Context: an optimization exercise on an open-source flow, tuned for small area. The choices shown serve that exercise and are no tape-out recipe.
Function was checked by simulation only, so behaviour that the tests miss may differ from the original.
The clock port is modelled as an ideal driver; clocking choices that lean on that would not hold on a real chip.
Power is estimated from default activity; no workload was simulated.

// uart_top
module uart_top (
    input  wire          clk,
    input  wire          rst,
    input  wire          rx,
    output reg           tx,
    output reg  [ 7:0]   addr_o,
    output reg           wen_o,
    output reg  [ 7:0]   wdata_o,
    output reg           ren_o,
    input  wire [ 7:0]   rdata_i,
    output wire          req_o,
    input  wire          gnt_i
);
For scale: about 540 cells after synthesis, ~110 flip-flops, ~32 I/O pins, ~5100 um2 of cells after synthesis.
==> flow/config.mk <==
export PLATFORM = sky130hd
export DESIGN_NAME = uart_top
export DESIGN_NICKNAME = uart_top
export VERILOG_FILES = /design/flow/design.v
export SDC_FILE = /design/flow/constraint.sdc
export NUM_CORES = 4
export LEC_CHECK = 0
export CAP_MARGIN = 20
export CORE_MARGIN = 2
export CORE_UTILIZATION = 65
export SLEW_MARGIN = 20
==> flow/constraint.sdc <==
create_clock -name core_clock -period 10.0 [get_ports {clk}]
set_input_delay 2.0000 -clock core_clock [delete_from_list [all_inputs] [get_ports {clk}]]
set_output_delay 2.0000 -clock core_clock [all_outputs]
set_load 0.01 [all_outputs]
standard.sh (not shown) runs the stock make flow with config.mk's settings and CLKGATE_MAP_FILE= SYNTH_SCRIPT=/design/flow/synth_recipe.tcl, a recipe that flattens the netlist after the stock synthesis.
==> flow/flow/run.sh <==
#!/bin/bash
# The standard ORFS layout (standard.sh), with these changes:
#  - synthesis: flow/synth.tcl, which is synth_recipe.tcl with ABC mapping the combinational
#    logic for area (flow/area.abc) instead of for speed; the flip-flops are mapped as in the
#    standard synthesis;
#  - port buffers use the smallest buffer cell (buf_1);
#  - the clock tree is built by flow/myclk.tcl (run as ORFS's PRE_CTS hook): the clock port
#    drives one root buffer that drives a 2x2 grid of leaf clock buffers, each driving the
#    flip-flops of its region; TritonCTS then finds no net left to buffer.
# The make output goes to standard.log; ORFS's per-step logs are under orfs/logs/.
set -euo pipefail
HERE=$(cd "$(dirname "$0")" && pwd)
export MY_ABC_SCRIPT="$HERE/area.abc"
export BUFFER_PORTS_ARGS="-buffer_cell sky130_fd_sc_hd__buf_1"
export PRE_CTS_TCL="$HERE/myclk.tcl"
export CTS_ARGS="-clk_nets clk -dont_use_dummy_load"
export MYCLK_NCOL=2 MYCLK_NROW=2 MYCLK_CELL=sky130_fd_sc_hd__clkbuf_16 MYCLK_ROOT=sky130_fd_sc_hd__clkbuf_4
bash standard.sh SYNTH_SCRIPT="$HERE/synth.tcl" finish > standard.log 2>&1
==> flow/flow/area.abc <==
&get -n
&deepsyn -T 60
&dch
&nf -R 1000
&put
topo
==> flow/flow/synth.tcl <==
# The standard synthesis script (synth_recipe.tcl), except that ABC maps the combinational
# logic with flow/area.abc instead of ORFS's speed script. Everything else, the flip-flop
# mapping included, is unchanged, so the registers keep their names and cell types.
proc synth {args} { yosys synth -nofsm -noshare {*}$args }
proc abc {args} {
  set i [lsearch -exact $args -script]
  if {$i >= 0} { set args [lreplace $args [expr {$i + 1}] [expr {$i + 1}] $::env(MY_ABC_SCRIPT)] }
  yosys abc {*}$args
}
source $::env(SCRIPTS_DIR)/synth.tcl
# left out here: clear keep_hierarchy, flatten, clean up, hide names made inside functions, write 1_2_yosys.v
Other scripts of this flow, unchanged in this note and not shown: flow/flow/myclk.tcl
Then changed:
--- a/flow/flow/run.sh
+++ b/flow/flow/run.sh
@@ -2,4 +2,2 @@
-# The standard ORFS layout (standard.sh), with these changes:
-#  - synthesis: flow/synth.tcl, which is synth_recipe.tcl with ABC mapping the combinational
-#    logic for area (flow/area.abc) instead of for speed; the flip-flops are mapped as in the
-#    standard synthesis;
+# The standard ORFS layout (standard.sh), with these changes passed to it through the
+# environment:
@@ -13 +10,0 @@
-export MY_ABC_SCRIPT="$HERE/area.abc"
@@ -18 +15 @@
-bash standard.sh SYNTH_SCRIPT="$HERE/synth.tcl" finish > standard.log 2>&1
+bash standard.sh > standard.log 2>&1
removed: flow/flow/area.abc
removed: flow/flow/synth.tcl
=> Cell area came out higher by 8.6%. Sequential cell count does not change. Die area grows by 11%.

## run A
Another version of the RTL of uart_top (not shown whole).
Size: about 640 cells after synthesis, about 110 flip-flops, roughly 5800 sq um of cells after synthesis.
clock: 10.0 ns
lec_check: 0
cap_margin: 20
core_margin: 2
core_utilization: 40
slew_margin: 20
run.sh (not shown) runs the stock make flow with config.mk's settings and CLKGATE_MAP_FILE= SYNTH_SCRIPT=/design/flow/synth_recipe.tcl, a recipe that flattens the netlist after the stock synthesis.
Stock flow here: none of the scripts above is used.
Run A was carried through to the last stage, and its layout satisfied the timing, DRC and antenna checks.
What run B does differently from run A at the input level:
Settings: CTS_CLUSTER_DIAMETER: unset -> 100; CTS_CLUSTER_SIZE: unset -> 30; CTS_BUF_LIST: unset -> sky130_fd_sc_hd__clkbuf_4.
Results
The higher final critical-path share of the clock period came out of run B. Reported for run A and run B, max capacitance violation total turned out identical to the last digit. Going from run A to run B, final period demand of the worst path now larger, wire length of the first global-routing pass dropped 1.0%, total via count after detailed routing moved up. Per the comparison of run B with run A, setup slack saw a decrease, part of the power in combinational logic has increased. Run B: flow completed, timing, DRC and antenna clean.

==> afterwards: timing with drivers on the ports <==
How much do the figures lean on ideal ports? The routed layouts below were timed once more, with nothing changed but the port constraints. Step 1: set_driving_cell puts a clkbuf_16 on clk and a buf_2 on each other input, an assumption about the parent block. Step 2 adds t to the input delays and takes it off the output delays; t is the mean of the earliest and latest rising clock arrival at the registers after step 1. Input paths then give back, and output paths get back, about the clock's delay inside the block. Slacks: no drivers / after step 1 / after step 2; pairs: no drivers / after step 1.
run	shift t [ns]	slack for setup (ns)	hold slack, ns	cell pins on the clock port's net
the first run of note 1	0.466	6.290 / 6.290 / 6.206	0.365 / 0.365 / 0.365	1
the second run of note 1	0.480	6.760 / 6.730 / 6.543	0.362 / 0.362 / 0.362	1
run A	0.456	6.486 / 6.443 / 6.687	0.324 / 0.324 / 0.324	1
run B	0.569	6.350 / 6.316 / 6.691	0.334 / 0.334 / 0.334	1
After both steps every run listed still meets setup and hold. The setup slack of the second run of note 1, which loses most, moves by -0.030 ns with the drivers and by -0.217 ns with both steps.
